This is an optimization exercise on Yosys and OpenROAD, whose aim is small area, a short achievable clock period and few clock cycles, not a production implementation.
RTL that was checked went through simulation tests only; none was proved equivalent to the original.
Function not checked in runs 2 and 3: the RTL went through the layout flow alone.
Power figures rest on the tool's default switching activity, not on a simulated workload.

File: design/flow/config.mk
export PLATFORM = sky130hd
export DESIGN_NAME = pipeline_top
export DESIGN_NICKNAME = pipeline_top
export VERILOG_FILES = /design/flow/design.v
export SDC_FILE = /design/flow/constraint.sdc
export NUM_CORES = 8
export LEC_CHECK = 0
export CAP_MARGIN = 20
export CORE_MARGIN = 2
export CORE_UTILIZATION = 40
export SLEW_MARGIN = 20
File: design/flow/run.sh
#!/bin/bash
# synth_recipe.tcl (not shown) runs the flow's synth.tcl, then flattens the netlist and writes it again
# the make line also repeats each setting of config.mk as NAME=value (left out here)
make -C /OpenROAD-flow-scripts/flow DESIGN_CONFIG=/design/flow/config.mk WORK_HOME=/design/flow/orfs CLKGATE_MAP_FILE= SYNTH_SCRIPT=/design/flow/synth_recipe.tcl finish
File: design/flow/constraint.sdc
create_clock -name core_clock -period 8.0 [get_ports {clk}]
set_input_delay 1.6000 -clock core_clock [delete_from_list [all_inputs] [get_ports {clk}]]
set_output_delay 1.6000 -clock core_clock [all_outputs]
set_load 0.01 [all_outputs]
File: design/flow/design.v
module alu (
    A, B, aluControl, result, Z, V, N, C
);
    input [31:0] A, B;
    input [2:0] aluControl;
    output [31:0] result;
    output Z, V, N, C;
    wire [31:0] a_and_b, a_or_b, not_b, mux_1, sum, mux_2, slt;
    wire carry_out;
    assign a_and_b = A & B;           
    assign a_or_b = A | B;            
    assign not_b = ~B;                
    assign mux_1 = (aluControl[0] == 1'b0) ? B : not_b;
    assign {carry_out, sum} = A + mux_1 + aluControl[0];           
    assign slt = {{31{1'b0}}, sum[31]};   
    assign mux_2 = (aluControl[2:0] == 3'b000) ? sum :
                   (aluControl[2:0] == 3'b001) ? sum :
                   (aluControl[2:0] == 3'b010) ? a_and_b :
                   (aluControl[2:0] == 3'b011) ? a_or_b :
                   (aluControl[2:0] == 3'b101) ? slt : 32'h00000000;
    assign result = mux_2;
    assign Z = &(~result);                
    assign N = result[31];                
    assign C = carry_out & ~aluControl[1]; 
    assign V = (~aluControl[1]) & (A[31] ^ sum[31]) & (~(aluControl[0] ^ A[31] ^ B[31]));  
endmodule
module alu_decoder(ALUOp, op5, funct7_5, funct3, aluControl);
    input [1:0] ALUOp;
    input op5;                
    input funct7_5;          
    input [2:0] funct3;      
    output [2:0] aluControl;
    wire [1:0] op5_funct7_5;
    assign op5_funct7_5 = {op5, funct7_5};
    assign aluControl = (ALUOp == 2'b00) ? 3'b000 :                      
                        (ALUOp == 2'b01) ? 3'b001 :                      
                        (ALUOp == 2'b10 && funct3 == 3'b010) ? 3'b101 :  
                        (ALUOp == 2'b10 && funct3 == 3'b110) ? 3'b011 :  
                        (ALUOp == 2'b10 && funct3 == 3'b111) ? 3'b010 :  
                        (ALUOp == 2'b10 && funct3 == 3'b000 && op5_funct7_5 == 2'b11) ? 3'b001 :  
                        (ALUOp == 2'b10 && funct3 == 3'b000 && op5_funct7_5 != 2'b11) ? 3'b000 :  
                        3'b000;  
endmodule                            
module main_decoder(op, RegWrite, MemWrite, ResultSrc, ALUSrc, ImmSrc, ALUOp, Branch);
    input  [6:0] op;
    output       RegWrite, MemWrite, ResultSrc, ALUSrc, Branch;
    output [1:0] ImmSrc, ALUOp;
    wire is_r   = (op == 7'b0110011);
    wire is_lw  = (op == 7'b0000011);
    wire is_sw  = (op == 7'b0100011);
    wire is_beq = (op == 7'b1100011);
    assign RegWrite  = is_r | is_lw;
    assign MemWrite  = is_sw;
    assign ResultSrc = is_lw;
    assign ALUSrc    = is_lw | is_sw;
    assign Branch    = is_beq;
    assign ImmSrc = is_sw ? 2'b01 :
                    is_beq ? 2'b10 :
                             2'b00;
    assign ALUOp = is_beq ? 2'b01 :
                   is_r   ? 2'b10 :
                            2'b00;
endmodule
module Control_Unit_Top (
    input  [6:0] opcode, funct7,
    input  [2:0] funct3,
    output       RegWrite, MemWrite, Branch, ALUSrc, ResultSrc,
    output [1:0] ImmSrc,
    output [2:0] ALUControl
);
    wire [1:0] ALUOp;
    wire       op5      = opcode[5];
    wire       funct7_5 = funct7[5];
    main_decoder u_main_decoder (
        .op(opcode),
        .RegWrite(RegWrite),
        .MemWrite(MemWrite),
        .ResultSrc(ResultSrc),
        .ALUSrc(ALUSrc),
        .ImmSrc(ImmSrc),
        .ALUOp(ALUOp),
        .Branch(Branch)
    );
    alu_decoder u_alu_decoder (
        .ALUOp(ALUOp),
        .op5(op5),
        .funct7_5(funct7_5),
        .funct3(funct3),
        .aluControl(ALUControl)
    );
endmodule
module Mux (a,b,s,c);
    input [31:0] a, b;
    input s;
    output [31:0] c;
    assign c = (~s) ? a : b;
endmodule
module PC_Adder(c, a, b);
    input [31:0] a, b;           
    output [31:0] c;             
    assign c = a + b;            
endmodule
module P_C(clk, rst, EN, PC, PC_NEXT);
    input clk, rst, EN;
    input [31:0] PC_NEXT;
    output reg [31:0] PC;
    always @(posedge clk or negedge rst) begin
        if (!rst) begin
            PC <= 32'h00000000;  
        end else if (!EN) begin  
            PC <= PC_NEXT;       
        end
    end
endmodule
module register_file(clk, rst, WE3, A1, A2, A3, WD3, RD1, RD2);
    input clk, rst;                
    input WE3;                     
    input [4:0] A1, A2, A3;       
    input [31:0] WD3;             
    output [31:0] RD1, RD2;       
    reg [31:0] reg_file [31:0];
    assign RD1 = (!rst) ? 32'b0 :
                 (WE3 && (A1 == A3) && (A3 != 5'd0)) ? WD3 : reg_file[A1];
    assign RD2 = (!rst) ? 32'b0 :
                 (WE3 && (A2 == A3) && (A3 != 5'd0)) ? WD3 : reg_file[A2];
    always @(posedge clk or negedge rst) begin
        if (!rst) begin
            integer i;
            for (i = 0; i < 32; i = i + 1) begin
                reg_file[i] <= 32'b0;
            end
        end else if (WE3 && A3 != 5'd0) begin
            reg_file[A3] <= WD3;  
        end
    end
endmodule
module sign_extend(In, ImmExt, ImmSrc);
    input [31:0] In;
    input [1:0] ImmSrc;
    output reg [31:0] ImmExt;
    always @(*) begin
        case (ImmSrc)
            2'b00: ImmExt = {{20{In[31]}}, In[31:20]};                
            2'b01: ImmExt = {{20{In[31]}}, In[31:25], In[11:7]};     
            2'b10: ImmExt = {{19{In[31]}}, In[31], In[7], In[30:25], In[11:8], 1'b0};  
            default: ImmExt = 32'b0;  
        endcase
    end
endmodule
module hazard_unit (
    output reg stallF, stallD, flushD, flushE,
    output reg [1:0] ForwardAE, ForwardBE,
    input [4:0] RS1D, RS2D, RS1E, RS2E, RDE, RDM, RDW,
    input PCSrcE, ResultSrcE,
    input RegWriteM, RegWriteW
);
    reg lwStall;
    always @(*) begin
        ForwardAE = 2'b00;
        ForwardBE = 2'b00;
        stallF    = 1'b0;
        stallD    = 1'b0;
        flushD    = 1'b0;
        flushE    = 1'b0;
        lwStall   = 1'b0;
        if ((RS1E == RDM) && RegWriteM && (RS1E != 5'b0))
            ForwardAE = 2'b10;
        else if ((RS1E == RDW) && RegWriteW && (RS1E != 5'b0))
            ForwardAE = 2'b01;
        if ((RS2E == RDM) && RegWriteM && (RS2E != 5'b0))
            ForwardBE = 2'b10;
        else if ((RS2E == RDW) && RegWriteW && (RS2E != 5'b0))
            ForwardBE = 2'b01;
        lwStall = ResultSrcE && ((RS1D == RDE) || (RS2D == RDE));
        stallF = lwStall;
        stallD = lwStall;
        flushD = PCSrcE;
        flushE = lwStall | PCSrcE;
    end
endmodule 
module fetch_cycle (clk, rst, stallF, EN, flushD, InstrD, PCPlus4D, PCD, PCSrcE, PCTargetE, PCF, InstrF);
    input clk, rst;
    input stallF, EN, flushD;
    input PCSrcE;
    input [31:0] PCTargetE;
    output [31:0] InstrD, PCPlus4D, PCD;
    output [31:0] PCF;            
    input  [31:0] InstrF;         
    wire [31:0] PCNextF, PCPlus4_F;
    reg  [31:0] InstrF_reg, PCF_reg, PCPlus4F_reg;
    Mux PC_Mux (
        .a(PCPlus4_F),
        .b(PCTargetE),
        .s(PCSrcE),
        .c(PCNextF)
    );
    P_C Program_Counter (
        .clk(clk),
        .rst(rst),
        .EN(stallF),
        .PC(PCF),
        .PC_NEXT(PCNextF)
    );
    PC_Adder PCadder_F (
        .c(PCPlus4_F),
        .a(PCF),
        .b(32'd4)
    );
    always @(posedge clk or negedge rst) begin
        if(!rst) begin
            InstrF_reg    <= 32'b0;
            PCF_reg       <= 32'b0;
            PCPlus4F_reg  <= 32'b0;
        end else if (flushD) begin
            InstrF_reg    <= 32'b0;
            PCF_reg       <= 32'b0;
            PCPlus4F_reg  <= 32'b0;
        end else if (!EN) begin
            InstrF_reg    <= InstrF;
            PCF_reg       <= PCF;
            PCPlus4F_reg  <= PCPlus4_F;
        end
    end
    assign InstrD    = InstrF_reg;
    assign PCD       = PCF_reg;
    assign PCPlus4D  = PCPlus4F_reg;
endmodule
module decode_cycle(clk, rst, flushE,
                    InstrD, PCD, PCPlus4D, RS1D, RS2D,
                    RegWriteW, RDW, ResultW, RS1E, RS2E, RD1E, RD2E, ImmExtE, PCPlus4E, RDE, PCE,
                    RegWriteE, ResultSrcE, MemWriteE, BranchE, ALUControlE, ALUSrcE);
    input clk, rst;
    input [31:0] InstrD, PCD, PCPlus4D;
    input RegWriteW;
    input [4:0] RDW;
    input [31:0] ResultW;
    input flushE;
    output [4:0] RS1D, RS2D;
    output [4:0] RS1E, RS2E;
    output [31:0] RD1E, RD2E, ImmExtE, PCPlus4E;
    output [4:0] RDE;
    output [31:0] PCE;
    output RegWriteE, ResultSrcE, MemWriteE, BranchE;
    output [2:0] ALUControlE;
    output ALUSrcE;
    wire RegWriteD, ResultSrcD, MemWriteD, BranchD, ALUSrcD;
    wire [2:0] ALUControlD;
    wire [31:0] RD1D, RD2D, ImmExtD;
    wire [1:0]  ImmSrcD;
    assign RS1D = InstrD[19:15];
    assign RS2D = InstrD[24:20];
    reg RegWriteE_r, ResultSrcE_r, MemWriteE_r, BranchE_r, ALUSrcE_r;
    reg [2:0] ALUControlE_r;
    reg [31:0] RD1E_r, RD2E_r, ImmExtE_r, PCPlus4E_r, PCE_r;
    reg [4:0] RDE_r, RS1E_r, RS2E_r;
    register_file u_register_file (
        .clk(clk),
        .rst(rst),
        .WE3(RegWriteW),
        .A1(InstrD[19:15]),
        .A2(InstrD[24:20]),
        .A3(RDW),
        .WD3(ResultW),
        .RD1(RD1D),
        .RD2(RD2D)
    );
    sign_extend u_sign_extend (
        .In(InstrD),
        .ImmExt(ImmExtD),
        .ImmSrc(ImmSrcD)
    );
    Control_Unit_Top u_cut (
        .opcode(InstrD[6:0]),
        .funct7(InstrD[31:25]),
        .funct3(InstrD[14:12]),
        .RegWrite(RegWriteD),
        .MemWrite(MemWriteD),
        .Branch(BranchD),
        .ALUSrc(ALUSrcD),
        .ResultSrc(ResultSrcD),
        .ImmSrc(ImmSrcD),
        .ALUControl(ALUControlD)
    );
    always @(posedge clk or negedge rst) begin
        if (!rst) begin
            RegWriteE_r   <= 1'b0;
            ResultSrcE_r  <= 1'b0;
            MemWriteE_r   <= 1'b0;
            BranchE_r     <= 1'b0;
            ALUSrcE_r     <= 1'b0;
            ALUControlE_r <= 3'b0;
            RD1E_r        <= 32'b0;
            RD2E_r        <= 32'b0;
            ImmExtE_r     <= 32'b0;
            PCPlus4E_r    <= 32'b0;
            PCE_r         <= 32'b0;
            RDE_r         <= 5'b0;
            RS1E_r        <= 5'b0;
            RS2E_r        <= 5'b0;
        end else if (flushE) begin
            RegWriteE_r   <= 1'b0;
            ResultSrcE_r  <= 1'b0;
            MemWriteE_r   <= 1'b0;
            BranchE_r     <= 1'b0;
            ALUSrcE_r     <= 1'b0;
            ALUControlE_r <= 3'b0;
            RD1E_r        <= 32'b0;
            RD2E_r        <= 32'b0;
            ImmExtE_r     <= 32'b0;
            PCPlus4E_r    <= 32'b0;
            PCE_r         <= 32'b0;
            RDE_r         <= 5'b0;
            RS1E_r        <= 5'b0;
            RS2E_r        <= 5'b0;
        end else begin
            RegWriteE_r   <= RegWriteD;
            ResultSrcE_r  <= ResultSrcD;
            MemWriteE_r   <= MemWriteD;
            BranchE_r     <= BranchD;
            ALUSrcE_r     <= ALUSrcD;
            ALUControlE_r <= ALUControlD;
            RD1E_r        <= RD1D;
            RD2E_r        <= RD2D;
            ImmExtE_r     <= ImmExtD;
            PCPlus4E_r    <= PCPlus4D;
            PCE_r         <= PCD;
            RDE_r         <= InstrD[11:7];
            RS1E_r        <= RS1D;
            RS2E_r        <= RS2D;
        end
    end
    assign RS1E       = RS1E_r;
    assign RS2E       = RS2E_r;
    assign RD1E       = RD1E_r;
    assign RD2E       = RD2E_r;
    assign ImmExtE    = ImmExtE_r;
    assign PCPlus4E   = PCPlus4E_r;
    assign PCE        = PCE_r;
    assign RDE        = RDE_r;
    assign RegWriteE  = RegWriteE_r;
    assign ResultSrcE = ResultSrcE_r;
    assign MemWriteE  = MemWriteE_r;
    assign BranchE    = BranchE_r;
    assign ALUControlE= ALUControlE_r;
    assign ALUSrcE    = ALUSrcE_r;
endmodule
module execute_cycle(clk, rst,
                    RD1E, RD2E, ImmExtE, PCPlus4E, RDE, PCE, ForwardAE, ForwardBE, ResultW,
                    RegWriteE, ResultSrcE, MemWriteE, BranchE, ALUControlE, ALUSrcE,
                    RegWriteM, ResultSrcM, MemWriteM, ALUResultM, WriteDataM, RDM, PCPlus4M, PCTargetE, PCSrcE);
        input clk, rst;
        input [31:0] RD1E, RD2E, ImmExtE, PCPlus4E, PCE, ResultW;
        input [4:0] RDE;
        input RegWriteE, ResultSrcE, MemWriteE, BranchE;
        input [1:0] ForwardAE, ForwardBE;
        input [2:0] ALUControlE;
        input ALUSrcE;
        output RegWriteM, ResultSrcM, MemWriteM;
        output [31:0] ALUResultM, WriteDataM, PCPlus4M;
        output [4:0] RDM;
        output [31:0] PCTargetE;
        output PCSrcE;
        wire [31:0] SrcBE, SrcAE, ALUResultE, SrcB_mux;
        wire zeroE;
        reg RegWriteE_r, ResultSrcE_r, MemWriteE_r;
        reg [31:0] ALUResultE_r, WriteDataE_r, PCPlus4E_r;
        reg [4:0] RDE_r;
        assign SrcAE = (ForwardAE == 2'b00) ? RD1E :
                        (ForwardAE == 2'b01) ? ResultW :
                        (ForwardAE == 2'b10) ? ALUResultM : 32'b0;
        assign SrcB_mux = (ForwardBE == 2'b00) ? RD2E :
                            (ForwardBE == 2'b01) ? ResultW :
                            (ForwardBE == 2'b10) ? ALUResultM : 32'b0;
        Mux u_alu_src_mux (
            .a(SrcB_mux),
            .b(ImmExtE),
            .s(ALUSrcE),
            .c(SrcBE)
        );
        alu u_alu (
            .A(SrcAE), .B(SrcBE), .aluControl(ALUControlE), .result(ALUResultE), .Z(zeroE), .V(), .N(), .C()
        );
        PC_Adder u_pc_adder (
            .c(PCTargetE), .a(PCE), .b(ImmExtE)
        );
        always @(posedge clk or negedge rst) begin
            if(!rst) begin
                RegWriteE_r   <= 1'b0;
                ResultSrcE_r  <= 1'b0;
                MemWriteE_r   <= 1'b0;
                ALUResultE_r  <= 32'b0;
                WriteDataE_r  <= 32'b0;
                PCPlus4E_r    <= 32'b0;
                RDE_r         <= 5'b0;
            end else begin
                RegWriteE_r   <= RegWriteE;
                ResultSrcE_r  <= ResultSrcE;
                MemWriteE_r   <= MemWriteE;
                ALUResultE_r  <= ALUResultE;
                WriteDataE_r  <= SrcB_mux;    
                PCPlus4E_r    <= PCPlus4E;
                RDE_r         <= RDE;
            end
        end
        assign PCSrcE = BranchE & zeroE;
        assign RegWriteM = RegWriteE_r;
        assign ResultSrcM = ResultSrcE_r;
        assign MemWriteM = MemWriteE_r;
        assign ALUResultM = ALUResultE_r;
        assign WriteDataM = WriteDataE_r;
        assign PCPlus4M = PCPlus4E_r;
        assign RDM = RDE_r;
endmodule
module writeback_cycle(clk, rst, ResultSrcW, ReadDataW, ALUResultW, ResultW);
    input clk, rst;
    input ResultSrcW;
    input [31:0] ReadDataW, ALUResultW;
    output [31:0] ResultW;
    Mux result_mux (.a(ALUResultW), .b(ReadDataW), .s(ResultSrcW), .c(ResultW));
endmodule
module datamem_cycle (clk, rst, RegWriteM, ResultSrcM, MemWriteM, ALUResultM, WriteDataM, RDM, PCPlus4M, ReadDataM,
                    RegWriteW, ResultSrcW, ReadDataW, RDW, PCPlus4W, ALUResultW);
    input clk, rst;
    input RegWriteM, ResultSrcM, MemWriteM;
    input [31:0] ALUResultM, WriteDataM, PCPlus4M;
    input [4:0] RDM;
    output RegWriteW, ResultSrcW;
    output [31:0] ReadDataW, PCPlus4W, ALUResultW;
    output [4:0] RDW;
    input [31:0] ReadDataM;       
    reg RegWriteM_r, ResultSrcM_r;
    reg [31:0] ALUResultM_r, ReadDataM_r, PCPlus4M_r;
    reg [4:0] RDM_r;
    always @(posedge clk or negedge rst) begin
        if(!rst) begin
            RegWriteM_r    <= 1'b0;
            ResultSrcM_r   <= 1'b0;
            ALUResultM_r   <= 32'b0;
            ReadDataM_r    <= 32'b0;
            PCPlus4M_r     <= 32'b0;
            RDM_r          <= 5'b0;
        end else begin
            RegWriteM_r    <= RegWriteM;
            ResultSrcM_r   <= ResultSrcM;
            ALUResultM_r   <= ALUResultM;
            ReadDataM_r    <= ReadDataM;
            PCPlus4M_r     <= PCPlus4M;
            RDM_r          <= RDM;
        end
    end
    assign RegWriteW = RegWriteM_r;
    assign ResultSrcW = ResultSrcM_r;
    assign ReadDataW = ReadDataM_r;
    assign PCPlus4W = PCPlus4M_r;
    assign RDW = RDM_r;
    assign ALUResultW = ALUResultM_r;
endmodule
module pipeline_top (clk, rst, imem_addr, imem_rdata, dmem_addr, dmem_wdata, dmem_we, dmem_rdata);
    input clk, rst;
    output [31:0] imem_addr;
    input  [31:0] imem_rdata;
    output [31:0] dmem_addr;
    output [31:0] dmem_wdata;
    output        dmem_we;
    input  [31:0] dmem_rdata;
    wire stallF, stallD, flushD, PCSrcE, flushE, RegWriteW, RegWriteE, ResultSrcE, MemWriteE, BranchE, ALUSrcE, RegWriteM, ResultSrcM, MemWriteM, ResultSrcW;
    wire [31:0] PCTargetE, InstrD, PCPlus4D, PCD, RD1E, RD2E, ImmExtE, PCPlus4E, ResultW, PCE, ALUResultM, WriteDataM, PCPlus4M, ReadDataW, PCPlus4W, ALUResultW;
    wire [4:0] RDW, RS1E, RS2E, RDE, RS1D, RS2D, RDM;
    wire [2:0] ALUControlE;
    wire [1:0] ForwardAE, ForwardBE;
    fetch_cycle FETCH (
        .clk(clk),
        .rst(rst),
        .EN(stallD),
        .flushD(flushD),
        .stallF(stallF),
        .InstrD(InstrD),
        .PCPlus4D(PCPlus4D),
        .PCD(PCD),
        .PCSrcE(PCSrcE),
        .PCTargetE(PCTargetE),
        .PCF(imem_addr),
        .InstrF(imem_rdata)
    );
    decode_cycle DECODE (
        .clk(clk), .rst(rst), .flushE(flushE),
        .InstrD(InstrD), .PCD(PCD), .PCPlus4D(PCPlus4D), .RS1D(RS1D), .RS2D(RS2D),
        .RegWriteW(RegWriteW), .RDW(RDW), .ResultW(ResultW), .RS1E(RS1E), .RS2E(RS2E), .RD1E(RD1E), .RD2E(RD2E), .ImmExtE(ImmExtE), .PCPlus4E(PCPlus4E), .RDE(RDE), .PCE(PCE),
        .RegWriteE(RegWriteE), .ResultSrcE(ResultSrcE), .MemWriteE(MemWriteE), .BranchE(BranchE), .ALUControlE(ALUControlE), .ALUSrcE(ALUSrcE)
    );
    execute_cycle EXECUTE (
        .clk(clk), .rst(rst),
        .RD1E(RD1E), .RD2E(RD2E), .ImmExtE(ImmExtE), .PCPlus4E(PCPlus4E), .RDE(RDE), .PCE(PCE), .ForwardAE(ForwardAE), .ForwardBE(ForwardBE), .ResultW(ResultW),
        .RegWriteE(RegWriteE), .ResultSrcE(ResultSrcE), .MemWriteE(MemWriteE), .BranchE(BranchE), .ALUControlE(ALUControlE), .ALUSrcE(ALUSrcE),
        .RegWriteM(RegWriteM), .ResultSrcM(ResultSrcM), .MemWriteM(MemWriteM), .ALUResultM(ALUResultM), .WriteDataM(WriteDataM), .RDM(RDM), .PCPlus4M(PCPlus4M), .PCTargetE(PCTargetE), .PCSrcE(PCSrcE)
    );
    datamem_cycle MEM (
        .clk(clk), .rst(rst), .RegWriteM(RegWriteM), .ResultSrcM(ResultSrcM), .MemWriteM(MemWriteM), .ALUResultM(ALUResultM), .WriteDataM(WriteDataM), .RDM(RDM), .PCPlus4M(PCPlus4M), .ReadDataM(dmem_rdata),
        .RegWriteW(RegWriteW), .ResultSrcW(ResultSrcW), .ReadDataW(ReadDataW), .RDW(RDW), .PCPlus4W(PCPlus4W), .ALUResultW(ALUResultW)
    );
    writeback_cycle WB(
        .clk(clk), .rst(rst), .ResultSrcW(ResultSrcW), .ReadDataW(ReadDataW), .ALUResultW(ALUResultW), .ResultW(ResultW)
    );
    assign dmem_addr  = ALUResultM;
    assign dmem_wdata = WriteDataM;
    assign dmem_we    = MemWriteM;
    hazard_unit HAZARD (
        .stallF(stallF), .stallD(stallD), .flushD(flushD), .flushE(flushE),
        .ForwardAE(ForwardAE), .ForwardBE(ForwardBE),
        .RS1D(RS1D), .RS2D(RS2D), .RS1E(RS1E), .RS2E(RS2E), .RDE(RDE), .RDM(RDM), .RDW(RDW),
        .PCSrcE(PCSrcE), .ResultSrcE(ResultSrcE),
        .RegWriteM(RegWriteM), .RegWriteW(RegWriteW)
    );
endmodule
==> results of run 1 <==
## per-layer routing
layer	track usage, %	up-vias	share of wire, %
li1	-	26200	-
met2	51.6	5398	40
met3	15.5	1652	15
met4	24.0	26	8.0
met1	48.6	31400	37
met5	0.556	-	0.099
## layout make-up
class                      instances  area [um^2]  share of cell area (%)
inverter                          54          203                   0.261
timing repair buffer             402         3690                    4.76
tap                             2204         2760                    3.55
clock buffer                     232         4690                    6.03
clock inverter                    44          523                   0.673
sequential                      1395        34900                    45.0
multi-input combinational       5084        30800                    39.7
antenna                           16         40.0                  0.0516
## cell usage after synthesis, types with 12 or more instances
cell type / n / share of area [%]
a22o_1: 323 / 4.2
or3_1: 21 / 0.19
nand3_1: 126 / 0.93
o32ai_1: 58 / 0.75
nand2b_1: 20 / 0.19
o21a_1: 24 / 0.27
nor3_1: 65 / 0.48
xnor2_1: 81 / 1.1
a211oi_1: 12 / 0.13
mux2i_1: 57 / 0.84
o31ai_1: 30 / 0.33
and2_1: 63 / 0.58
nand2_1: 738 / 4.1
and3_1: 39 / 0.36
buf_1: 37 / 0.21
buf_2: 21 / 0.16
nor2_1: 827 / 4.6
a21oi_1: 862 / 6.4
mux2_2: 50 / 0.83
clkbuf_1: 612 / 3.4
a221oi_1: 325 / 4.2
o21ai_0: 550 / 4.1
dfrtp_1: 1395 / 52
o211ai_1: 12 / 0.13
a22oi_1: 337 / 3.7
xor2_1: 32 / 0.41
nand4_1: 147 / 1.4
nor4_1: 12 / 0.11
inv_1: 53 / 0.29
a21o_1: 29 / 0.32
maj3_1: 18 / 0.27
ha_1: 62 / 1.1
## worst register-to-register path, cell delays in order (launching register included)
cell and delay [ps]:
dfrtp_1 410, or4_1 580, o211a_1 340, and2_2 240
o31ai_1 540, o21ba_4 260, or2_2 290, fa_1 440
nand2b_1 220, a21oi_1 310, o211ai_1 270, nand3_1 210
nand3_1 170, a211oi_2 450, o211ai_1 170, a211o_1 300
nand3b_1 170, nor4_1 430, nand4_4 320, nor2_4 260
buf_12 360, nand2_1 290, mux2_2 340
## power by group through the flow
stage,clock network (W),registers (W),logic [W]
after floorplan,0,0.00756,0.000677
after global placement,0,0.00765,0.00131
after detailed placement,0,0.00765,0.00132
after CTS,0.00746,0.00753,0.00133
after global routing,0.00774,0.00755,0.00147
final,0.00744,0.00753,0.00138
## path summary, 6_finish.rpt
check                           cells after the start                                       to
worst min register to register                      0                      EXECUTE.RegWriteE_r
worst max-delay path                               22              FETCH.Program_Counter.PC[1]
min in group asynchronous                           1   DECODE.u_register_file.reg_file[18][1]
max in group asynchronous                           3  DECODE.u_register_file.reg_file[19][22]
worst min-delay path                                0                      EXECUTE.RegWriteE_r
worst max register to register                     22              FETCH.Program_Counter.PC[1]
## logic make-up after synthesis
logic type      count (synthesis)
flops                        1395
fa+ha+maj                      82
buf+inv                       731
mux                           107
compound gates               2666
simple gates                 2116
xor+xnor                      113
## metrics by stage
stage                     cells  cell area [um^2]  hold slack [ps]  setup WS [ps]
after floorplan            7210             67600              331           1920
after global placement     9130             72200              332            568
after detailed placement   9131             72200              339            492
after CTS                  9407             77400              352            445
after global routing       9416             77600              362           10.3
final                      9431             77700              339            510
## repair_timing
action	4_1_cts	5_1_grt
setup buffers	0	0
hold buffers	0	0
endpoints found under the setup margin	0	5
hold endpoints to repair	0	0
resized for setup	0	2
==> run_results.csv, run 1 <==
group,metric,value,unit
outcome,status,"no timing/DRC/antenna violations",
yosys,synth_top_family_by_area,"compound AO/OA/AOI/OAI gates",
worst_setup_path,timing.rr.start,"DECODE.RS1E_r[1]",
yosys,synthMuxAreaShare,1.68,%
final_layout,fin_nets,7221,
global_routing,grt_overflow,0,
sta,fmax,134,MHz
worst_setup_path,critPathCaptureType,"register",
sta,hold_violations,0,
yosys,ys_ff_latch,1395,
worst_setup_path,cpLargestDelayFamily,"simple AND/OR/NAND/NOR gates",
power_and_ir_drop,pwr-share-seq,46.1,%
worst_setup_path,cp_max_fo,84,
final_layout,syn_to_final_growth,15.0,%
floorplan,die_h,415,um
yosys,synth_xor_xnor_area_share,1.46,%
worst_setup_path,start_kind,"register",
sta,fin_setup_tns,0,ps
worst_setup_path,required,8680,ps
routing,vias,64600,
yosys,synthArstFlopShare,100,%
power_and_ir_drop,power_density,211,mW/mm^2
sta,relSlewSlack,8.18,%
floorplan,fp.dieW,415,um
clock_tree,cts_tree,"done",
global_routing,grt_usage,37.6,%
sta,finalCriticalPeriod,7490,ps
global_routing,grt_pass1_wl,466,mm
global_routing,grt_max_degree,161,
yosys,netlist-cell-type-count,87,
worst_setup_path,crit_type,"register to register",
sta,finClkSkew,29.4,ps
floorplan,core_area,0.167,mm^2
worst_setup_path,crit_buf_inv,1,
global_routing,grt_pass1_vias,61400,
yosys,synth_edf_count,0,
power_and_ir_drop,p_comb_share,8.4,%
clock_tree,cts.path.max_buffers,3,
yosys,synthSimpleGateAreaFrac,13.6,%
floorplan,start_util,40.4,%
sta,fin_crit_sh,93.6,%
routing,avgRoutedWirePerCell,35.1,um
sta,rsz0062_at_grt,"false",
yosys,syn-instance-count,7210,
clock_tree,cts_buffers,154,
yosys,synth.avg_cell_area,9.37,um^2
hold_path,hold_class,"register to register",
yosys,ys.flop_type,"dfrtp_1",
worst_setup_path,cpPeakStageDelay,580,ps
clock_tree,htree_levels,4,
routing,antenna_left,0,
placement,io_buffers,162,
power_and_ir_drop,p_int,0.0121,W
final_layout,final_util,46.4,%
clock_tree,cts.sinks,1395,
power_and_ir_drop,ir_drop,0.176,mV
sta,maxSlewViolCount,0,
clock_tree,insertion_delay,820,ps
routing,drc_errors,0,
power_and_ir_drop,p_sw_share,26.0,%
yosys,synth-adder-area-share,1.47,%
sta,setup_viol,0,
worst_setup_path,timing.critical_path.from,"DECODE.RS1E_r[1]",
worst_setup_path,critPathSlowestCell,"or4_1",
power_and_ir_drop,leakage,33.6,nW
floorplan,dieArea,0.172,mm^2
final_layout,drive_above_1_share,9.87,%
routing,finalWirelength,331,mm
yosys,ys_seq_area_share,51.7,%
placement,hpwl,194,mm
yosys,netlist_area,0.0676,mm^2
sta,max_slew.worst_pin.slew,1370,ps
flow_run,maxCapViolCount,0,
final_layout,layout_common_cells,"dfrtp_1, a21oi_1, nor2_1",
power_and_ir_drop,switching_power,0.00426,W
clock_tree,clk_pin_slew,60,ps
floorplan,io_pins,163,
routing,drt_pass1_iterations,12,
global_routing,antenna_found_initial,22,
yosys,yosys_warnings,9,
worst_setup_path,cp_data_arrival_time,8170,ps
worst_setup_path,path_cells,"or4_1 -> o211a_1 -> and2_2 -> o31ai_1 -> o21ba_4 -> or2_2 -> fa_1 -> nand2b_1 -> a21oi_1 -> o211ai_1 -> nand3_1 -> nand3_1 -> a211oi_2 -> o211ai_1 -> a211o_1 -> nand3b_1 -> nor4_1 -> nand4_4 -> nor2_4 -> buf_12 -> nand2_1 -> mux2_2",
power_and_ir_drop,pwr-share-clk,45.5,%
worst_setup_path,ff2ff_setup_slack,510,ps
final_layout,fill_cells,15700,
clock_tree,clockRootBuffer,"clkbuf_16",
final_layout,regMostFlops,"DECODE.u_register_file.reg_file",
placement,gp_congestion,0.967,
floorplan,row_count,150,
power_and_ir_drop,power,0.0163,W
yosys,synth_compound_area_share,25.9,%
yosys,syn-num-nets,7340,
final_layout,largest_reg_flops,1024,
hold_path,worstHoldStart,"DECODE.RegWriteE_r",
final_layout,final_common_cell,"dfrtp_1",
routing,first_iter_violations,11000,
routing,detail_route.vias_per_cell,6.85,
Testbench counts, summed over its fixed seeds: cycles 17,570.
==> run 2: changes to the inputs <==
==> design/flow/design.v (replaced) <==
module register_file (clk, rst, we, wa, wd, ra1, ra2, rd1, rd2);
    input clk, rst;
    input we;                    
    input [4:0] wa, ra1, ra2;
    input [31:0] wd;
    output [31:0] rd1, rd2;
    reg  [31:1] vld;
    wire [32*32-1:0] q;          
    assign q[31:0] = 32'b0;
    genvar i;
    generate
        for (i = 1; i < 32; i = i + 1) begin : g_reg
            reg [31:0] r;
            wire wsel = we & (wa == i);
            always @(posedge clk or negedge rst) begin
                if (!rst)
                    vld[i] <= 1'b0;
                else if (wsel)
                    vld[i] <= 1'b1;
            end
            always @(posedge clk) begin
                if (wsel)
                    r <= wd;
            end
            assign q[32*i +: 32] = r;
        end
    endgenerate
    reg [31:0] o1, o2;
    integer k;
    always @(*) begin
        o1 = 32'b0;
        o2 = 32'b0;
        for (k = 1; k < 32; k = k + 1) begin
            o1 = o1 | ({32{vld[k] & (ra1 == k)}} & q[32*k +: 32]);
            o2 = o2 | ({32{vld[k] & (ra2 == k)}} & q[32*k +: 32]);
        end
    end
    assign rd1 = o1;
    assign rd2 = o2;
endmodule
module pipeline_top (clk, rst, imem_addr, imem_rdata, dmem_addr, dmem_wdata, dmem_we, dmem_rdata);
    input clk, rst;
    output [31:0] imem_addr;
    input  [31:0] imem_rdata;
    output [31:0] dmem_addr;
    output [31:0] dmem_wdata;
    output        dmem_we;
    input  [31:0] dmem_rdata;
    reg [31:0] pc;
    reg        e_wen, e_st, e_br;    
    reg        e_ld, e_sub;
    reg [1:0]  e_fn;                 
    reg [4:0]  e_rd;
    reg        e_fa, e_fb, e_ft;     
    reg [31:0] e_a, e_b, e_t;        
    reg        w_wen, w_st;          
    reg        w_ld;
    reg [4:0]  w_rd;
    reg [31:0] w_res, w_wd;          
    wire [31:0] res = w_ld ? dmem_rdata : w_res;
    assign dmem_addr  = w_res;
    assign dmem_wdata = w_wd;
    assign dmem_we    = w_st;
    wire [31:0] a = e_fa ? res : e_a;
    wire [31:0] b = e_fb ? (res ^ {32{e_sub}}) : e_b;
    wire [31:0] t = e_ft ? res : e_t;
    wire [32:0] sum_x = {a, e_sub} + {b, e_sub};
    wire [31:0] sum   = sum_x[32:1];
    reg  [31:0] alu;
    always @(*) begin
        case (e_fn)
            2'd0: alu = sum;
            2'd1: alu = {31'b0, sum[31]};
            2'd2: alu = a | b;
            default: alu = a & b;
        endcase
    end
    wire taken = e_br & (a == b);
    wire [31:0] ins = imem_rdata;
    wire [6:0]  op  = ins[6:0];
    wire [2:0]  f3  = ins[14:12];
    wire [4:0]  rs1 = ins[19:15];
    wire [4:0]  rs2 = ins[24:20];
    wire [4:0]  rd  = ins[11:7];
    wire is_r  = (op == 7'b0110011);
    wire is_lw = (op == 7'b0000011);
    wire is_sw = (op == 7'b0100011);
    wire is_br = (op == 7'b1100011);
    wire jmp   = is_br & (rs1 == rs2);      
    wire [31:0] immI = {{20{ins[31]}}, ins[31:20]};
    wire [31:0] immS = {{20{ins[31]}}, ins[31:25], ins[11:7]};
    wire [31:0] immB = {{20{ins[31]}}, ins[7], ins[30:25], ins[11:8], 1'b0};
    wire [31:0] pc_br = pc + immB;
    wire [31:0] pc_4  = pc + 32'd4;
    wire [31:0] rf1, rf2;
    register_file u_rf (
        .clk(clk), .rst(rst),
        .we(w_wen), .wa(w_rd), .wd(res),
        .ra1(rs1), .ra2(rs2), .rd1(rf1), .rd2(rf2)
    );
    wire [31:0] v1 = (w_wen && w_rd == rs1) ? res : rf1;
    wire [31:0] v2 = (w_wen && w_rd == rs2) ? res : rf2;
    wire m1 = e_wen && (e_rd == rs1);
    wire m2 = e_wen && (e_rd == rs2);
    wire sub = is_r & (((f3 == 3'b000) & ins[30]) | (f3 == 3'b010));
    wire [1:0] fn = !is_r          ? 2'd0 :
                    (f3 == 3'b010) ? 2'd1 :
                    (f3 == 3'b110) ? 2'd2 :
                    (f3 == 3'b111) ? 2'd3 : 2'd0;
    wire [31:0] b_next = is_lw ? immI :
                         is_sw ? immS :
                         sub   ? ~v2  : v2;
    wire [31:0] t_next = is_br ? pc_br : v2;
    always @(posedge clk or negedge rst) begin
        if (!rst) begin
            pc    <= 32'b0;
            e_wen <= 1'b0;
            e_st  <= 1'b0;
            e_br  <= 1'b0;
            w_wen <= 1'b0;
            w_st  <= 1'b0;
        end else begin
            pc    <= taken ? e_t : (jmp ? pc_br : pc_4);
            e_wen <= ~taken & (is_r | is_lw) & (rd != 5'd0);
            e_st  <= ~taken & is_sw;
            e_br  <= ~taken & is_br & ~jmp;
            w_wen <= e_wen;
            w_st  <= e_st;
        end
    end
    always @(posedge clk) begin
        e_ld  <= is_lw;
        e_sub <= sub;
        e_fn  <= fn;
        e_rd  <= rd;
        e_fa  <= m1;
        e_fb  <= m2 & ~(is_lw | is_sw);
        e_ft  <= m2 & is_sw;
        e_a   <= v1;
        e_b   <= b_next;
        e_t   <= t_next;
        w_ld  <= e_ld;
        w_rd  <= e_rd;
        w_res <= alu;
        w_wd  <= t;
    end
    assign imem_addr = pc;
endmodule
--- a/design/flow/config.mk
+++ b/design/flow/config.mk
@@ -8,4 +8,5 @@
 export CAP_MARGIN = 20
 export CORE_MARGIN = 2
 export CORE_UTILIZATION = 40
+export SETUP_SLACK_MARGIN = 4.5
 export SLEW_MARGIN = 20
==> run_results.csv, run 2 <==
group,metric,value,unit
power_and_ir_drop,switching_power,0.00354,W
yosys,yosys.area.top_type,"edfxtp_1",
sta,max_slew.worst_pin.slew,1240,ps
sta,hold_ws,338,ps
global_routing,grt_pass1_wl,358,mm
sta,fin_setup_tns,0,ps
routing,finalWirelength,267,mm
yosys,ys_ff_latch,1238,
power_and_ir_drop,p_sw_share,23.9,%
hold_path,hold_class,"register to register",
worst_setup_path,required,8660,ps
sta,finalCriticalPeriod,4150,ps
yosys,synth_edf_count,992,
routing,drc_errors,0,
clock_tree,cts.sinks,1238,
global_routing,grt_max_degree,65,
sta,setup_viol,0,
global_routing,antenna_found_initial,15,
routing,drt_pass1_iterations,12,
global_routing,grt_overflow,0,
power_and_ir_drop,p_comb_share,8.9,%
worst_setup_path,cp_max_fo,3,
power_and_ir_drop,power_density,215,mW/mm^2
power_and_ir_drop,p_int,0.0112,W
placement,gp_congestion,0.992,
worst_setup_path,cp_data_arrival_time,4810,ps
yosys,ys_seq_area_share,62.7,%
global_routing,grt_use_met1,43.4,%
sta,fin_crit_sh,51.9,%
final_layout,layout_common_cells,"edfxtp_1, a22oi_1, a22o_1",
final_layout,syn_to_final_growth,22.7,%
sta,hold_violations,0,
yosys,synth.area.top_cells,"edfxtp_1, dfxtp_1, a22oi_1, a22o_1, a221oi_1",
sta,finClkSkew,30.1,ps
worst_setup_path,start_kind,"input pin",
floorplan,start_util,40.2,%
yosys,netlist-cell-type-count,75,
global_routing,top_usage_layer,"met2",
final_layout,fin_nets,4806,
sta,maxSlewViolCount,0,
power_and_ir_drop,ir_drop,0.202,mV
final_layout,fin_area,0.0686,mm^2
yosys,syn-num-nets,4531,
sta,rsz0062_at_grt,"true",
global_routing,grt_pass1_vias,45000,
clock_tree,clockRootBuffer,"clkbuf_16",
yosys,ys.flop_type,"edfxtp_1",
routing,avgRoutedWirePerCell,40.3,um
flow_run,maxCapViolCount,0,
clock_tree,insertion_delay,800,ps
clock_tree,cts.path.max_buffers,3,
clock_tree,cts_buffers,131,
floorplan,die_h,378,um
floorplan,core_area,0.139,mm^2
floorplan,dieArea,0.143,mm^2
clock_tree,clk_pin_slew,60,ps
final_layout,final_cells,6637,
yosys,yosysMostFrequentCell,"edfxtp_1",
power_and_ir_drop,leakage,24.3,nW
yosys,syn-instance-count,4368,
outcome,status,"no timing/DRC/antenna violations",
placement,placed_cell_area,0.0606,mm^2
floorplan,fp.dieW,378,um
placement,place_inst,6210,
worst_setup_path,critPathCaptureType,"register",
power_and_ir_drop,pwr-share-clk,42.7,%
routing,vias,48300,
yosys,synth_common_cells,"edfxtp_1, a22oi_1, a22o_1",
sta,layout_setup_ws,3850,ps
clock_tree,htree_levels,4,
routing,antenna_left,0,
yosys,netlist_area,0.0559,mm^2
floorplan,row_count,137,
final_layout,regMostFlops,"u_rf.g.r",
sta,fmax,241,MHz
yosys,synthArstFlopShare,5.49,%
floorplan,io_pins,163,
global_routing,grt_usage,36.1,%
placement,post-place-ws,1860,ps
routing,first_iter_violations,12100,
power_and_ir_drop,pwr-share-seq,48.5,%
clock_tree,cts_tree,"done",
yosys,yosys_warnings,2,
final_layout,largest_reg_flops,992,
global_routing,use_met3,16.7,%
global_routing,grt.met2_usage,51.8,%
final_layout,drive_above_1_share,21.6,%
placement,io_buffers,162,
final_layout,final_common_cell,"edfxtp_1",
sta,relSlewSlack,17.2,%
yosys,synth.avg_cell_area,12.8,um^2
worst_setup_path,crit_type,"input pin to register",
yosys,synth_top_area_share,53.3,%
worst_setup_path,ff2ff_setup_slack,4030,ps
routing,detail_route.vias_per_cell,7.27,
placement,hpwl,148,mm
==> run 2: cell type report <==
cell class	count	area, um^2
multi-input cells	2664	21700
inverters	124	474
diodes	13	32.5
fillers	11900	70400
clock inverters	81	856
flip-flops and latches	1238	35100
clock buffers	157	3500
repair buffers	484	4620
well taps	1876	2350
==> run 2: worst max-delay path, cell delays in order <==
cell and delay, ps:
buf_6 100, mux2i_4 190, xnor2_1 160, mux2_4 200
inv_4 40, fa_2 380, nand2b_4 150, a21o_1 200
a21oi_4 170, a31o_4 240, a31oi_4 120, or3_4 360
a31oi_4 330, xor2_2 120, mux4_2 450
==> run 2: kinds of logic (layout without fill, tap and decap cells) <==
group / count (synthesis) / after routing / synth area share (%)
and+or+nand+nor: 895 / 901 / 7.92
buffers and inverters: 472 / 846 / 3.55
muxes: 95 / 95 / 1.83
DFF: 1238 / 1238 / 62.7
xor gates and xnor gates: 171 / 171 / 2.68
adders and majority gates: 97 / 97 / 2.20
AOI/OAI and AO/OA: 1400 / 1400 / 19.1
other: 0 / 13 / 0
==> run 2: path summary, 6_finish.rpt <==
kind	startpoint	to	cells past startpoint
max	dmem_rdata[0]	w_res[0]	15
max reg2reg	e_sub	w_res[0]	13
min reg2reg	e_ld	w_ld	0
min in group asynchronous	rst	u_rf.vld[5]	1
min	e_ld	w_ld	0
max in group asynchronous	rst	pc[27]	2
==> run 2: through the flow <==
step           power, W  utilization (%)
2_1_floorplan   0.00791                -
4_1_cts          0.0146             48.4
5_1_grt          0.0151             49.3
6_report         0.0148             49.4
3_3_place_gp    0.00834             43.6
3_5_place_dp    0.00835             43.6
==> run 2: layer usage <==
layer,up-vias,wire (um)
met4,18,25200
li1,18000,-
met2,5567,108000
met3,1795,47300
met5,-,208
met1,22900,87100
==> run 2: repair_timing <==
item	in CTS	in global routing
hold buffers	0	0
endpoints found under the hold margin	0	0
gates resized for setup	401	163
setup endpoints to repair	172	161
setup buffers	110	54
pin swaps	75	89
gates cloned	2	4
==> run 2: power groups by stage <==
stage / combinational (W) / sequential (W) / clock, W
2_1_floorplan: 0.000650 / 0.00726 / 0
3_3_place_gp: 0.00106 / 0.00729 / 0
3_5_place_dp: 0.00107 / 0.00729 / 0
4_1_cts: 0.00120 / 0.00716 / 0.00629
5_1_grt: 0.00139 / 0.00716 / 0.00656
6_report: 0.00131 / 0.00716 / 0.00630
==> run 3: changes to the inputs <==
--- a/design/flow/design.v
+++ b/design/flow/design.v
@@ -1,3 +1,27 @@
+module alu (e_a, e_b, res, fa, fb, sub, fn, y, eq);
+    input  [31:0] e_a, e_b;      
+    input  [31:0] res;           
+    input         fa, fb;        
+    input         sub;           
+    input  [1:0]  fn;            
+    output [31:0] y;
+    output        eq;            
+    wire [31:0] a = fa ? res : e_a;
+    wire [31:0] b = fb ? (res ^ {32{sub}}) : e_b;
+    wire [32:0] sum_x = {a, sub} + {b, sub};
+    wire [31:0] sum   = sum_x[32:1];
+    reg [31:0] r;
+    always @(*) begin
+        case (fn)
+            2'd0: r = sum;
+            2'd1: r = {31'b0, sum[31]};
+            2'd2: r = a | b;
+            default: r = a & b;
+        endcase
+    end
+    assign y  = r;
+    assign eq = (a == b);
+endmodule
 module register_file (clk, rst, we, wa, wd, ra1, ra2, rd1, rd2);
     input clk, rst;
     input we;                    
@@ -25,18 +49,29 @@
             assign q[32*i +: 32] = r;
         end
     endgenerate
-    reg [31:0] o1, o2;
-    integer k;
-    always @(*) begin
-        o1 = 32'b0;
-        o2 = 32'b0;
-        for (k = 1; k < 32; k = k + 1) begin
-            o1 = o1 | ({32{vld[k] & (ra1 == k)}} & q[32*k +: 32]);
-            o2 = o2 | ({32{vld[k] & (ra2 == k)}} & q[32*k +: 32]);
+    wire [31:1] s1, s2;
+    generate
+        for (i = 1; i < 32; i = i + 1) begin : g_sel
+            assign s1[i] = vld[i] & (ra1 == i);
+            assign s2[i] = vld[i] & (ra2 == i);
         end
-    end
-    assign rd1 = o1;
-    assign rd2 = o2;
+    endgenerate
+    genvar b;
+    generate
+        for (b = 0; b < 32; b = b + 1) begin : g_rd
+            wire [31:1] d;
+            for (i = 1; i < 32; i = i + 1) begin : g_d
+                assign d[i] = q[32*i + b];
+            end
+            rf_read_bit u_rd1 (.s(s1), .d(d), .o(rd1[b]));
+            rf_read_bit u_rd2 (.s(s2), .d(d), .o(rd2[b]));
+        end
+    endgenerate
+endmodule
+module rf_read_bit (s, d, o);
+    input  [31:1] s, d;
+    output o;
+    assign o = |(s & d);
 endmodule
 module pipeline_top (clk, rst, imem_addr, imem_rdata, dmem_addr, dmem_wdata, dmem_we, dmem_rdata);
     input clk, rst;
@@ -61,21 +96,14 @@
     assign dmem_addr  = w_res;
     assign dmem_wdata = w_wd;
     assign dmem_we    = w_st;
-    wire [31:0] a = e_fa ? res : e_a;
-    wire [31:0] b = e_fb ? (res ^ {32{e_sub}}) : e_b;
+    wire [31:0] alu;
+    wire        eq;
+    alu u_alu (
+        .e_a(e_a), .e_b(e_b), .res(res), .fa(e_fa), .fb(e_fb),
+        .sub(e_sub), .fn(e_fn), .y(alu), .eq(eq)
+    );
     wire [31:0] t = e_ft ? res : e_t;
-    wire [32:0] sum_x = {a, e_sub} + {b, e_sub};
-    wire [31:0] sum   = sum_x[32:1];
-    reg  [31:0] alu;
-    always @(*) begin
-        case (e_fn)
-            2'd0: alu = sum;
-            2'd1: alu = {31'b0, sum[31]};
-            2'd2: alu = a | b;
-            default: alu = a & b;
-        endcase
-    end
-    wire taken = e_br & (a == b);
+    wire taken = e_br & eq;
     wire [31:0] ins = imem_rdata;
     wire [6:0]  op  = ins[6:0];
     wire [2:0]  f3  = ins[14:12];
==> design/flow/flow/run.sh (new file) <==
#!/bin/bash
# Layout flow: the standard flow, except that synthesis maps the ALU
# module with a delay-driven ABC script and without ORFS's full-adder
# extraction (see synth_custom.tcl). Everything after synthesis is
# standard.sh unchanged. Each step's output goes to a log file here.
set -euo pipefail
W=$PWD
export FAST_MODULES=alu
make -C "$FLOW_HOME" DESIGN_CONFIG="$FLOW_CONFIG" WORK_HOME="$W/orfs" CLKGATE_MAP_FILE= \
    SYNTH_SCRIPT="$W/flow/synth_custom.tcl" ADDER_MAP_FILE= FAST_MODULES=alu synth \
    > "$W/run_synth.log" 2>&1
bash "$W/standard.sh" finish > "$W/run_layout.log" 2>&1
==> design/flow/flow/abc_fast.script (new file) <==
strash
dch
map -D 500
topo
buffer -c
upsize -c -D 500
dnsize -c -D 500
==> design/flow/flow/synth_custom.tcl (new file) <==
set ::custom_synth_file [info script]
# The standard flow's synthesis (synth_recipe.tcl), except that ABC maps the modules named
# in FAST_MODULES with a delay-driven script (abc_fast.script beside this file).
proc synth {args} { yosys synth -nofsm -noshare {*}$args }

proc abc {args} {
  set here [file dirname $::custom_synth_file]
  set fast_script [file join $here abc_fast.script]
  set i [lsearch -exact $args -script]
  set fast_args [lreplace $args [expr {$i + 1}] [expr {$i + 1}] $fast_script]
  set sel "*"
  foreach m $::env(FAST_MODULES) {
    puts "custom abc: fast mapping of module $m"
    yosys abc {*}$fast_args $m
    append sel " $m %d"
  }
  yosys abc {*}$args {*}$sel
}
source $::env(SCRIPTS_DIR)/synth.tcl
# left out here: clear keep_hierarchy, flatten, clean up, hide names made inside functions, write 1_2_yosys.v
==> design/flow/standard.sh (new file) <==
#!/bin/bash
# synth_recipe.tcl (not shown) runs the flow's synth.tcl, then flattens the netlist and writes it again
# the make line also repeats each setting of config.mk as NAME=value (left out here)
make -C /OpenROAD-flow-scripts/flow DESIGN_CONFIG=/design/flow/config.mk WORK_HOME=/design/flow/orfs CLKGATE_MAP_FILE= SYNTH_SCRIPT=/design/flow/synth_recipe.tcl "${@:-finish}"
--- a/design/flow/config.mk
+++ b/design/flow/config.mk
@@ -10,3 +10,4 @@
 export CORE_UTILIZATION = 40
 export SETUP_SLACK_MARGIN = 4.5
 export SLEW_MARGIN = 20
+export SYNTH_HIERARCHICAL = 1
removed: design/flow/run.sh
==> run_results.csv, run 3 <==
group,metric,value,unit
power_and_ir_drop,leakage,26.5,nW
clock_tree,cts.path.max_buffers,3,
routing,detail_route.vias_per_cell,6.91,
power_and_ir_drop,p_int,0.0110,W
final_layout,final_cells,7459,
sta,max_slew.worst_pin.slew,1050,ps
worst_setup_path,crit_type,"input pin to register",
worst_setup_path,path_cells,"buf_6 -> mux2i_4 -> buf_12 -> inv_16 -> and2_4 -> o21ai_4 -> nand3_4 -> nand2_4 -> nand4_1 -> or4_4 -> nor4_4 -> buf_6 -> and2_4 -> buf_12 -> buf_4 -> nor3b_1 -> or3_1",
clock_tree,htree_levels,4,
sta,setup_viol,0,
final_layout,largest_reg_flops,992,
clock_tree,clockRootBuffer,"clkbuf_16",
yosys,yosys_warnings,9,
sta,relSlewSlack,30.3,%
sta,layout_setup_ws,4100,ps
final_layout,final_util,53.1,%
routing,first_iter_violations,9254,
placement,hpwl,157,mm
floorplan,dieArea,0.146,mm^2
yosys,ys_seq_area_share,61.3,%
final_layout,fin_nets,5526,
yosys,synthSimpleGateAreaFrac,13.2,%
yosys,ys_ff_latch,1238,
worst_setup_path,cpLargestDelayFamily,"simple AND/OR/NAND/NOR gates",
routing,avgRoutedWirePerCell,37.3,um
placement,gp_congestion,1.02,
yosys,synth-adder-area-share,0.0766,%
yosys,synth_compound_area_share,20.7,%
sta,finClkSkew,36.5,ps
power_and_ir_drop,p_sw_share,25.7,%
yosys,netlist_area,0.0572,mm^2
yosys,synth_edf_count,992,
sta,hold_violations,0,
worst_setup_path,cpPeakStageDelay,600,ps
floorplan,core_area,0.142,mm^2
global_routing,grt_overflow,0,
placement,place_inst,6701,
global_routing,grt_pass1_wl,372,mm
worst_setup_path,start_kind,"input pin",
clock_tree,cts.sinks,1238,
yosys,yosys.area.top_type,"edfxtp_1",
yosys,syn-instance-count,4659,
sta,fmax,256,MHz
routing,drt_pass1_iterations,10,
sta,fin_setup_tns,0,ps
worst_setup_path,critPathCaptureType,"register",
final_layout,regMostFlops,"u_rf.g.r",
yosys,synth.avg_cell_area,12.3,um^2
routing,antenna_left,0,
yosys,synth_top_area_share,52.1,%
clock_tree,insertion_delay,830,ps
final_layout,fin_area,0.0753,mm^2
power_and_ir_drop,ir_drop,0.248,mV
yosys,synthMuxAreaShare,0.969,%
outcome,status,"no timing/DRC/antenna violations",
flow_run,maxCapViolCount,0,
worst_setup_path,crit_buf_inv,6,
power_and_ir_drop,power_density,197,mW/mm^2
yosys,yosysMostFrequentCell,"edfxtp_1",
final_layout,layout_common_cells,"edfxtp_1, a22oi_1, buf_4",
worst_setup_path,cp_max_fo,5,
global_routing,grt_pass1_vias,47600,
global_routing,grt_usage,36.3,%
power_and_ir_drop,p_comb_share,11.2,%
floorplan,io_pins,163,
floorplan,die_h,382,um
final_layout,final_common_cell,"edfxtp_1",
placement,post-place-ws,1470,ps
sta,finalCriticalPeriod,3900,ps
sta,fin_crit_sh,48.8,%
worst_setup_path,required,8680,ps
clock_tree,cts_tree,"done",
yosys,syn-num-nets,4725,
routing,finalWirelength,278,mm
clock_tree,cts_buffers,136,
yosys,synth_top_family_by_area,"compound AO/OA/AOI/OAI gates",
worst_setup_path,critPathSlowestCell,"or4_4",
placement,io_buffers,162,
power_and_ir_drop,pwr-share-seq,48.0,%
global_routing,antenna_found_initial,16,
yosys,synth_xor_xnor_area_share,1.73,%
power_and_ir_drop,pwr-share-clk,40.8,%
final_layout,drive_above_1_share,30.4,%
worst_setup_path,cp_data_arrival_time,4580,ps
yosys,synth_common_cells,"edfxtp_1, a22oi_1, nand2_1",
yosys,synth.area.top_cells,"edfxtp_1, a22oi_1, dfxtp_1, dfrtp_1, nand4_1",
clock_tree,clk_pin_slew,60,ps
hold_path,hold_class,"register to register",
placement,placed_cell_area,0.0625,mm^2
routing,drc_errors,0,
yosys,synthArstFlopShare,5.49,%
yosys,netlist-cell-type-count,118,
yosys,ys.flop_type,"edfxtp_1",
routing,vias,51600,
final_layout,syn_to_final_growth,31.8,%
sta,rsz0062_at_grt,"true",
floorplan,start_util,40.3,%
floorplan,fp.dieW,382,um
global_routing,grt_max_degree,69,
sta,maxSlewViolCount,0,
floorplan,row_count,138,
power_and_ir_drop,switching_power,0.00382,W
[run 3: cell count changes in the layout (fill, tap and decap cells not counted), sizes merged, moves of 44 or more]
cell	change
or4	+72
nor2	+57
a22o	-219
o21ai	+45
buf	+262
mux2	-44
nand4	+119
a22oi	+436
nand3	+85
ha	-95
a221oi	-212
nand2	+185
a21o	-44
[run 3: worst register-to-register path, cell delays in order, from the launching register on]
cell,delay [ps]
dfxtp_4,380
buf_12,250
mux2i_4,320
buf_12,170
inv_16,40
and2_4,150
o21bai_4,200
nand3_4,120
nand2_4,70
nand4_1,120
or4_4,600
nor4_4,180
buf_6,220
and2_4,250
buf_12,120
buf_4,100
nor3b_1,40
or3_1,340
[run 3: metal layers]
layer / share of wire [%] / global-route usage (%)
met1: 35 / 44.9
met3: 14 / 13.6
met2: 44 / 54.5
met5: 0.025 / 0.827
met4: 7.0 / 20.2
[run 3: kinds of logic (layout without fill, tap and decap cells)]
family | Yosys count | in the layout
AO/OA/AOI/OAI | 1564 | 1564
AND/OR/NAND/NOR | 1445 | 1469
flip-flops | 1238 | 1238
buffers and inverters | 241 | 1125
XOR/XNOR | 112 | 112
multiplexers | 55 | 55
adder cells (fa/ha/maj) | 4 | 4
other | 0 | 2
[run 3: layout make-up]
class	count	area [um^2]
clock buffers	181	3710
inverters	100	776
flip-flops and latches	1238	35100
repair buffers	750	7510
fillers	11900	66400
well taps	1890	2360
diodes	2	5.00
multi-input cells	3204	25200
repair inverters	30	230
clock inverters	64	485
[run 3: worst paths after layout]
check                               startpoint     end  slack, ps  cells after the start
min in group asynchronous                  rst  pc[29]        950                      1
worst max-delay path            dmem_rdata[10]  pc[29]       4100                     17
max in group asynchronous                  rst  pc[11]       6240                      1
worst min register to register            e_ld    w_ld        320                      0
worst min-delay path                      e_ld    w_ld        320                      0
worst max register to register            w_ld  pc[29]       4200                     17
[run 3: power groups by stage]
stage,clock network (W),logic (W),registers [W]
after floorplan,0,0.000728,0.00723
after global placement,0,0.00108,0.00733
after detailed placement,0,0.00109,0.00733
after CTS,0.00607,0.00147,0.00715
after global routing,0.00634,0.00173,0.00714
final,0.00607,0.00166,0.00714
[run 3: modules after synthesis (local to each module, per instance)]
module	flops+latches	cells	copies in the design	cell area, um^2
register_file	1023	1202	1	31700
pipeline_top	215	1252	1	10700
alu	0	925	1	4980
rf_read_bit	0	20	64	154
[run 3: stage by stage]
stage / power [W] / hold slack, ps
2_1_floorplan: 0.00796 / 310
3_3_place_gp: 0.00841 / 312
3_5_place_dp: 0.00842 / 312
4_1_cts: 0.0147 / 324
5_1_grt: 0.0152 / 339
6_report: 0.0149 / 324
[run 3: repair_timing]
| action | in CTS | in global routing |
|---|---|---|
| pin swaps | 205 | 227 |
| endpoints found under the setup margin | 193 | 133 |
| hold buffers | 0 | 0 |
| resized for setup | 775 | 310 |
| gates cloned | 54 | 14 |
| buffers inserted | 328 | 115 |

[what the ideal ports hide]
How much do the figures lean on ideal ports? The routed layouts below were timed once more, with nothing changed but the port constraints. Step 1 assumes that a clkbuf_16 drives the clock port and a buf_2 every other input. Step 2 also shifts input and output timing later by t, the mid clock arrival at the registers, as if the neighbouring blocks saw the same clock. Three values: no drivers, after step 1, after step 2; two values: the first two.
run	t, ns	setup slack, ns	worst data-port slew with drivers (ns)
run 1	0.885	0.510 / 0.510 / 0.510	0.10
run 2	0.869	3.850 / 3.900 / 3.032	0.14
run 3	0.883	4.099 / 4.143 / 3.260	0.25
After both steps every run listed still meets setup and hold. The setup slack of run 3, which loses most, moves by +0.044 ns with the drivers and by -0.839 ns with both steps.
